Source: an optimization exercise on an open RTL-to-GDS flow (aim: small area, a short achievable clock period and few clock cycles). Production flows keep margins and buffers that such runs may drop.
Only simulation tests tie the RTL to the original design; equivalence was not proved.

==> flow/run.sh <==
#!/bin/bash
# synth_recipe.tcl (not shown) runs the flow's synth.tcl, then flattens the netlist and writes it again
# the make line also repeats each setting of config.mk as NAME=value (left out here)
make -C /OpenROAD-flow-scripts/flow DESIGN_CONFIG=/design/flow/config.mk WORK_HOME=/design/flow/orfs CLKGATE_MAP_FILE= SYNTH_SCRIPT=/design/flow/synth_recipe.tcl finish
==> flow/config.mk <==
export PLATFORM = sky130hd
export DESIGN_NAME = CONV
export DESIGN_NICKNAME = CONV
export VERILOG_FILES = /design/flow/design.v
export SDC_FILE = /design/flow/constraint.sdc
export NUM_CORES = 4
export LEC_CHECK = 0
export CAP_MARGIN = 20
export CORE_MARGIN = 2
export CORE_UTILIZATION = 40
export SLEW_MARGIN = 20
==> flow/constraint.sdc <==
create_clock -name core_clock -period 12.0 [get_ports {clk}]
set_input_delay 2.4000 -clock core_clock [delete_from_list [all_inputs] [get_ports {clk}]]
set_output_delay 2.4000 -clock core_clock [all_outputs]
set_load 0.01 [all_outputs]
==> flow/design.v <==
`timescale 1ns/10ps
module  CONV(	
	input					clk,
	input					reset,
	output				   	busy,	
	input					ready,	
	output reg 		[11:0]	iaddr,
	input  signed	[19:0]	idata,	
	output reg	 			cwr,
	output reg		[11:0]	caddr_wr,
	output reg 		[19:0]	cdata_wr,
	output reg 		 	crd,
	output reg 		[11:0]	caddr_rd,
	input	   		[19:0]	cdata_rd,
	output reg 		[2:0]	csel
	);
reg [2:0] state, next_state;  
parameter 	IDLE = 0, 
			CONV_BORDER = 1, CONV = 2, MAX = 3,  
			WRITE_L0 = 4, WRITE_L1 = 5, FIN = 6,
			BUFF_1 = 7;
reg [3:0] step;
reg [11:0] addr_row;  
reg [20:0] save_data;  
reg signed [41:0] acc;  
parameter signed [19:0] KER_0 = 20'h0A89E, KER_1 = 20'h092D5, KER_2 = 20'h06D43,
		 		 KER_3 = 20'h01004, KER_4 = 20'hF8F71, KER_5 = 20'hF6E54,
				 KER_6 = 20'hFA6D7, KER_7 = 20'hFC834, KER_8 = 20'hFAC19;
parameter signed [39:0] BIAS = {4'b0, 20'h01310, 16'b0};
always @(posedge clk, posedge reset) begin
	if(reset) state <= IDLE;
	else state <= next_state;
end
always @(*) begin
	case(state)
		IDLE: begin
			if(!ready) next_state = CONV_BORDER;
			else next_state = state;
		end
		CONV_BORDER: begin
			if(step == 5) next_state = WRITE_L0;
			else next_state = state;
		end
		CONV: begin
			if(step == 8) next_state = WRITE_L0;
			else next_state = state;
		end
		BUFF_1: begin	 
			next_state = MAX;
		end
		MAX: begin
			if(step == 3) next_state = WRITE_L1;
			else next_state = state;
		end
		WRITE_L0: begin	 
			if(caddr_wr == 4095) next_state = BUFF_1;
			else if(caddr_wr[5:0] == 6'b11_1110 || caddr_wr[5:0] == 6'b11_1111) next_state = CONV_BORDER;
			else next_state = CONV;
		end
		WRITE_L1: begin	 
			if(caddr_wr == 1024) next_state = FIN;
			else next_state = MAX;
		end
		default: next_state = state;
	endcase
end
assign busy = (ready)? !reset : (state != FIN);
always @(*) begin
	if(state == CONV || state == CONV_BORDER || state == WRITE_L0 || state == BUFF_1) begin
		if(acc <= 0) cdata_wr = 0;
		else cdata_wr = acc[35:16] + acc[15];	 
	end else cdata_wr = save_data;	 
end
always @(posedge clk, posedge reset) begin
	if(reset) step <= 0;
	else begin
		case(state)
			CONV_BORDER,
			CONV,
			MAX: step <= step + 1;
			default: step <= 0;
		endcase
	end
end
always @(posedge clk, posedge reset) begin
	if(reset) csel <= 3'b000;
	else begin
		case(state)
			MAX,
			WRITE_L0: csel <= 3'b001;
			WRITE_L1: csel <= 3'b011;
			default: csel <= 3'b000;
		endcase
	end
end
always @(posedge clk, posedge reset) begin
	if(reset) begin
		crd <= 0;
		cwr <= 0;
	end else begin
		case(state)
		WRITE_L0,
		WRITE_L1: begin
			crd <= 0;
			cwr <= 1;
		end
		MAX: begin
			crd <= 1;
			cwr <= 0;
		end
		default: begin
			crd <= 0;
			cwr <= 0;
		end
		endcase
	end
end
always @(posedge clk, posedge reset) begin
	if(reset) begin
		iaddr <= 0;
		addr_row <= 0;
		caddr_wr <= 0;
		caddr_rd <= 0;
	end else begin
		case(state)
			CONV_BORDER: begin
				if(caddr_wr <= 63 || caddr_wr >= 4032) begin
					case(step)
						0: begin
							iaddr <= addr_row;
							if(caddr_wr[5:0] == 6'b11_1110 || caddr_wr[5:0] == 6'b11_1111) caddr_wr <= caddr_wr + 1;
						end
						1: iaddr <= iaddr + 1;
						2: iaddr <= iaddr + 63;
						3: begin
							iaddr <= iaddr + 1;
							if(caddr_wr == 63) begin
								addr_row <= 0;
							end else if(caddr_wr[5:0] == 6'b11_1111) begin
								addr_row <= addr_row + 2;
							end
						end
					endcase
				end else begin
					case(step)
						0: begin
							caddr_wr <= caddr_wr + 1;
							iaddr <= addr_row;
						end
						1: iaddr <= iaddr + 1;
						2: iaddr <= iaddr + 63;
						3: iaddr <= iaddr + 1;
						4: iaddr <= iaddr + 63;
						5: begin
							iaddr <= iaddr + 1;
							if(caddr_wr[5:0] == 6'b11_1111) begin
								addr_row <= addr_row + 2;
							end
						end
					endcase
				end
			end
			CONV: begin
				if(caddr_wr <= 63 || caddr_wr >=4032) begin  
					case(step)
						0: begin
							caddr_wr <= caddr_wr + 1;
							iaddr <= addr_row;
						end
						1: iaddr <= iaddr + 1;
						2: iaddr <= iaddr + 1;
						3: iaddr <= iaddr + 62;
						4: iaddr <= iaddr + 1;
						5: begin
							addr_row <= addr_row + 1;
							iaddr <= iaddr + 1;
						end
					endcase
				end else begin
					case(step)
						0: begin
							caddr_wr <= caddr_wr + 1;
							iaddr <= addr_row;
						end
						1: iaddr <= iaddr + 1;
						2: iaddr <= iaddr + 1;
						3: iaddr <= iaddr + 62;
						4: iaddr <= iaddr + 1;
						5: iaddr <= iaddr + 1;
						6: iaddr <= iaddr + 62;
						7: iaddr <= iaddr + 1;
						8: begin
							addr_row <= addr_row + 1;
							iaddr <= iaddr + 1;
						end
					endcase
				end
			end
			BUFF_1: begin
				iaddr <= 0;
				addr_row <= 0;
				caddr_wr <= 12'b1111_1111_1111;	 
				caddr_rd <= 12'b1111_1111_1111;
			end
			MAX: begin
				case(step)
					0: begin
						caddr_wr <= caddr_wr + 1;
						caddr_rd <= addr_row;
					end
					1: caddr_rd <= caddr_rd + 1;
					2: caddr_rd <= caddr_rd + 63;
					3: begin
						if(caddr_wr[4:0] == 5'b1_1111) begin
							addr_row <= addr_row + 66;
						end else begin
							addr_row <= addr_row + 2;
						end
						caddr_rd <= caddr_rd + 1;
					end
				endcase
			end
		endcase
	end
end
always @(posedge clk, posedge reset) begin
	if(reset) acc <= 0;
	else begin
		case(state)
			CONV_BORDER: begin
				if(caddr_wr == 0) begin  
					case(step)
						0: acc <= 0;
						1: acc <= acc + idata*KER_4;
						2: acc <= acc + idata*KER_5;
						3: acc <= acc + idata*KER_7;
					endcase
				end else if(caddr_wr == 63) begin
					case(step)
						0: acc <= 0;
						1: acc <= acc + idata*KER_3;
						2: acc <= acc + idata*KER_4;
						3: acc <= acc + idata*KER_6;
					endcase
				end else if(caddr_wr == 4032) begin
					case(step)
						0: acc <= 0;
						1: acc <= acc + idata*KER_1;
						2: acc <= acc + idata*KER_2;
						3: acc <= acc + idata*KER_4;
					endcase
				end else if(caddr_wr == 4095) begin
					case(step)
						0: acc <= 0;
						1: acc <= acc + idata*KER_0;
						2: acc <= acc + idata*KER_1;
						3: acc <= acc + idata*KER_3;
					endcase
				end else if(caddr_wr[5:0] == 6'b11_1111) begin
					case(step)
						0: acc <= 0;
						1: acc <= acc + idata*KER_0;
						2: acc <= acc + idata*KER_1;
						3: acc <= acc + idata*KER_3;
						4: acc <= acc + idata*KER_4;
						5: acc <= acc + idata*KER_6;
					endcase
				end else begin
					case(step)
						0: acc <= 0;
						1: acc <= acc + idata*KER_1;
						2: acc <= acc + idata*KER_2;
						3: acc <= acc + idata*KER_4;
						4: acc <= acc + idata*KER_5;
						5: acc <= acc + idata*KER_7;
					endcase
				end
			end
			CONV: begin
				if(caddr_wr <= 63) begin
					case(step)
						0: acc <= 0;
						1: acc <= acc + idata*KER_3;
						2: acc <= acc + idata*KER_4;
						3: acc <= acc + idata*KER_5;
						4: acc <= acc + idata*KER_6;
						5: acc <= acc + idata*KER_7;
					endcase
				end else if(caddr_wr <= 4031) begin
					case(step)
						0: acc <= 0;
						1: acc <= acc + idata*KER_0;
						2: acc <= acc + idata*KER_1;
						3: acc <= acc + idata*KER_2;
						4: acc <= acc + idata*KER_3;
						5: acc <= acc + idata*KER_4;
						6: acc <= acc + idata*KER_5;
						7: acc <= acc + idata*KER_6;
						8: acc <= acc + idata*KER_7;
					endcase
				end else begin
					case(step)
						0: acc <= 0;
						1: acc <= acc + idata*KER_0;
						2: acc <= acc + idata*KER_1;
						3: acc <= acc + idata*KER_2;
						4: acc <= acc + idata*KER_3;
						5: acc <= acc + idata*KER_4;
					endcase
				end
			end
			WRITE_L0: begin
				if(caddr_wr >= 4032 && caddr_wr < 4095) acc <= acc + idata*KER_5 + BIAS;
				else if(caddr_wr == 4095) acc <= acc + idata*KER_4 + BIAS;
				else if(caddr_wr[5:0] == 6'b11_1111) acc <= acc + idata*KER_7 + BIAS;
				else acc <= acc + idata*KER_8 + BIAS;
			end
			default: acc <= 0;
		endcase
	end
end
always @(posedge clk, posedge reset) begin
	if(reset) begin
		save_data <= 0;
	end else begin
		if(state == MAX) begin
			case(step)
				1: save_data <= cdata_rd;
				2,3: if(save_data < cdata_rd) save_data <= cdata_rd;
			endcase
		end else if(state == WRITE_L1) begin
			if(save_data < cdata_rd) save_data <= cdata_rd;
		end else begin
			save_data <= 0;
		end
	end
end
endmodule
==> qor.yml <==
cp_slowest_cell: "fa_1"
routed_via_density: 6.08
fp.dieArea_mm2: 0.202
grt_pass1_vias: 77057
synthTopCellsByArea: "fa_1 (28%), ha_1 (19%), inv_1 (9.2%), xnor2_1 (4.3%), a21oi_1 (4.1%)"
cts_tree: "done"
crit_start: "idata[10]"
cp-start-kind: "input port"
synth_ff_type: "dfrtp_1"
nNetsFinal: 12352
tightest_slew_ns: 1.20
synth_compound_area_share_pct: 20.9
pre_cts_ws_ns: 0.0651
drc: 0
avgRoutedWirePerCell_um: 32.2
r2r_end: "acc[38]"
fp-row-count: 163
cts.sinks: 122
worstPathRequired_ns: 12.38
avgSynthCellArea_um2: 8.27
synthMuxAreaShare_pct: 0.358
post-cts-setup-buffers: 0
rrSetupSlack_ns: 3.16
drive_gt1_share_pct: 7.58
synth_seq_area_share_pct: 3.85
synth-simple-area-share_pct: 10.4
synthDistinctLibCells: 119
synth.top_cell.area_share_pct: 27.7
grt_use_met3_pct: 8.46
synth.yosys.warnings: 1
synth-edff-count: 0
holdBufCountCts: 0
async_reset_ff_share_pct: 100
clk_pin_slew_worst_paths_ns: 0.08
cp_max_fo: 9
worst-setup-path-type: "in2reg"
area_growth_pct: 10.5
synth_fa_ha_area_share_pct: 47.0
r2r_cells: 23
cp_data_arrival_time_ns: 11.89
rsz0062_at_grt: "false"
status: "finished clean"
yosys.area_share.xor_xnor_pct: 6.68
maxSlewViolCount: 0
io_buffers: 103
numCtsBuffers: 17
wl_um: 407000
hpwl_um: 341000
synth_top_family_by_area: "adder cells"
setup_slack_ns: 0.488
synth-seq-cells: 122
cts_root_buf: "clkbuf_16"
setup_violations: 0
hp-class: "reg2reg"
end_kind: "register"
synth_top_area_cell: "fa_1"
busiest_layer: "met2"
hold_path_depth: 1
fmax_mhz: 86.9
gp_congestion: 1.05
final.setup.tns_ns: 0
die_w_um: 449
crit_path_max_incr_delay_ns: 0.60
grt.met2_usage_pct: 60.0
period_share_pct: 95.9
grt_max_degree: 154
hold_violations: 0
finalCriticalPeriod_ns: 11.51
clock_skew_ns: 0.0333
vias: 76958
num_io_pins: 105
crit_top_cell: "ha_1"
grt_antenna_before_repair: 9
grt_use_total_pct: 39.7
drtAntennaViolNets: 0
grt_pass1_wl_um: 576000
clock_latency_ns: 0.52
grt-ovfl-total: 0
clock_path_buffers: 2
drt-initial-drc-count: 9182
synth_area_mm2: 0.0794
use_met1_pct: 50.4
syn-instance-count: 9593
drtPass1Iterations: 10
rr_startpoint: "acc[17]"
initial_utilization_pct: 40.2
slew_headroom_pct: 18.9
syn-num-nets: 11960
htreeDepth: 4
die_y_um: 449
cts-resized-gates: 0
maxCapViolCount: 0
cp-endpoint: "acc[41]"
postLayoutCoreUtil_pct: 44.5
core_mm2: 0.197
==> sequential cells by signal, summed over array words and instances, names as in the netlist <==
name       cells
addr_row      12
step           4
crd            1
csel           2
cwr            1
acc           42
save_data     21
state          3
caddr_wr      12
iaddr         12
caddr_rd      12
==> logic make-up (layout without fill, tap and decap cells) <==
| kind of cell | count (synthesis) | after routing |
|---|---|---|
| fa+ha+maj | 2325 | 2325 |
| mux | 28 | 28 |
| flops | 122 | 122 |
| xor+xnor | 599 | 599 |
| compound gates | 2506 | 2506 |
| simple gates | 1748 | 1748 |
| other cells | 1 | 15 |
| buf+inv | 2264 | 2668 |
==> how the worst min path moves through the flow <==
| stage | start | end | slack (ns) |
|---|---|---|---|
| 3_3_place_gp | acc[0] | acc[0] | 0.50 |
| 6_report | save_data[0] | save_data[0] | 0.53 |
| 5_1_grt | save_data[0] | save_data[0] | 0.54 |
| 3_5_place_dp | save_data[0] | save_data[0] | 0.51 |
| 4_1_cts | save_data[0] | save_data[0] | 0.52 |
| 2_1_floorplan | save_data[20] | save_data[20] | 0.47 |
==> final cells by class <==
cell class / count / area [um^2]
Timing Repair Buffer: 683 / 5430
Antenna cell: 14 / 35.0
Fill cell: 19898 / 110000
Sequential cell: 122 / 3050
Clock buffer: 20 / 457
Tap cell: 2640 / 3300
Inverter: 1954 / 7340
Clock inverter: 11 / 169
Multi-Input combinational cell: 7207 / 67900
==> worst max-delay path, delay by kind of cell <==
family                   cells  cell delay (ns)
AO/OA/AOI/OAI               14             3.40
XOR/XNOR                     1             0.24
adder cells (fa/ha/maj)      8             3.04
buffers and inverters        8             1.21
AND/OR/NAND/NOR              8             1.59
==> cell usage after synthesis, drive strengths merged, types with 40 or more instances <==
cell type / count
inv: 1951
ha: 1228
fa: 1096
a21oi: 658
nand2: 562
o21ai: 502
nor2: 468
xnor2: 390
clkbuf: 252
a21o: 212
xor2: 207
nand3: 157
dfrtp: 122
a22oi: 118
nor3: 104
a221oi: 101
a31oi: 93
a211oi: 92
o211ai: 87
o22ai: 86
and3: 75
nand4: 65
o21a: 63
nand2b: 62
nor2b: 58
o21bai: 56
buf: 55
o221ai: 52
o31ai: 45
and2: 44
a222oi: 41
or3: 40
==> stage by stage <==
stage	instance area, um^2	hold WS (ns)	instances
after floorplan	79400	0.468	9593
after global placement	87000	0.499	12604
after detailed placement	87000	0.506	12604
after CTS	87600	0.523	12635
after global routing	87700	0.538	12637
final	87700	0.527	12651
==> layout by cell type (no fill, tap or decap), drive strengths merged, types with 212 or more instances in the layout <==
master | Yosys | layout
inv | 1951 | 1953
fa | 1096 | 1096
a21o | 212 | 212
xnor2 | 390 | 390
buf | 55 | 599
o21ai | 502 | 502
ha | 1228 | 1228
a21oi | 658 | 658
nand2 | 562 | 562
nor2 | 468 | 468
==> per-layer routing <==
metal	wire length, um	part of all wire, %
met5	56	0.014
met1	161000	40
met4	35900	8.8
met3	37000	9.1
met2	173000	43
Testbench counts, summed over its fixed seeds: cycles 1,096,896.

==> what the ideal ports hide <==
How much do the figures lean on ideal ports? The routed layout below was timed once more, with nothing changed but the port constraints. Step 1, drivers: a clkbuf_16 drives clk and a buf_2 each remaining input, both assumed. Step 2 moves the port delays by t, midway between the first and last clock arrival at a register: inputs arrive t later, outputs are due t later. That takes back most of the time a late clock gives input paths. Slacks: no drivers / after step 1 / after step 2; pairs: no drivers / after step 1.
t (ns): 0.546
setup slack, ns: 0.488 / 0.501 / -0.045
worst hold slack (ns): 0.527 / 0.527 / 0.527
worst setup path after step 2: input to register
latest minus earliest clock arrival (ns): 0.034 / 0.034
Met with ideal ports but missed after step 2: setup timing in this run. The setup slack of this run moves by +0.013 ns with the drivers and by -0.533 ns with both steps.
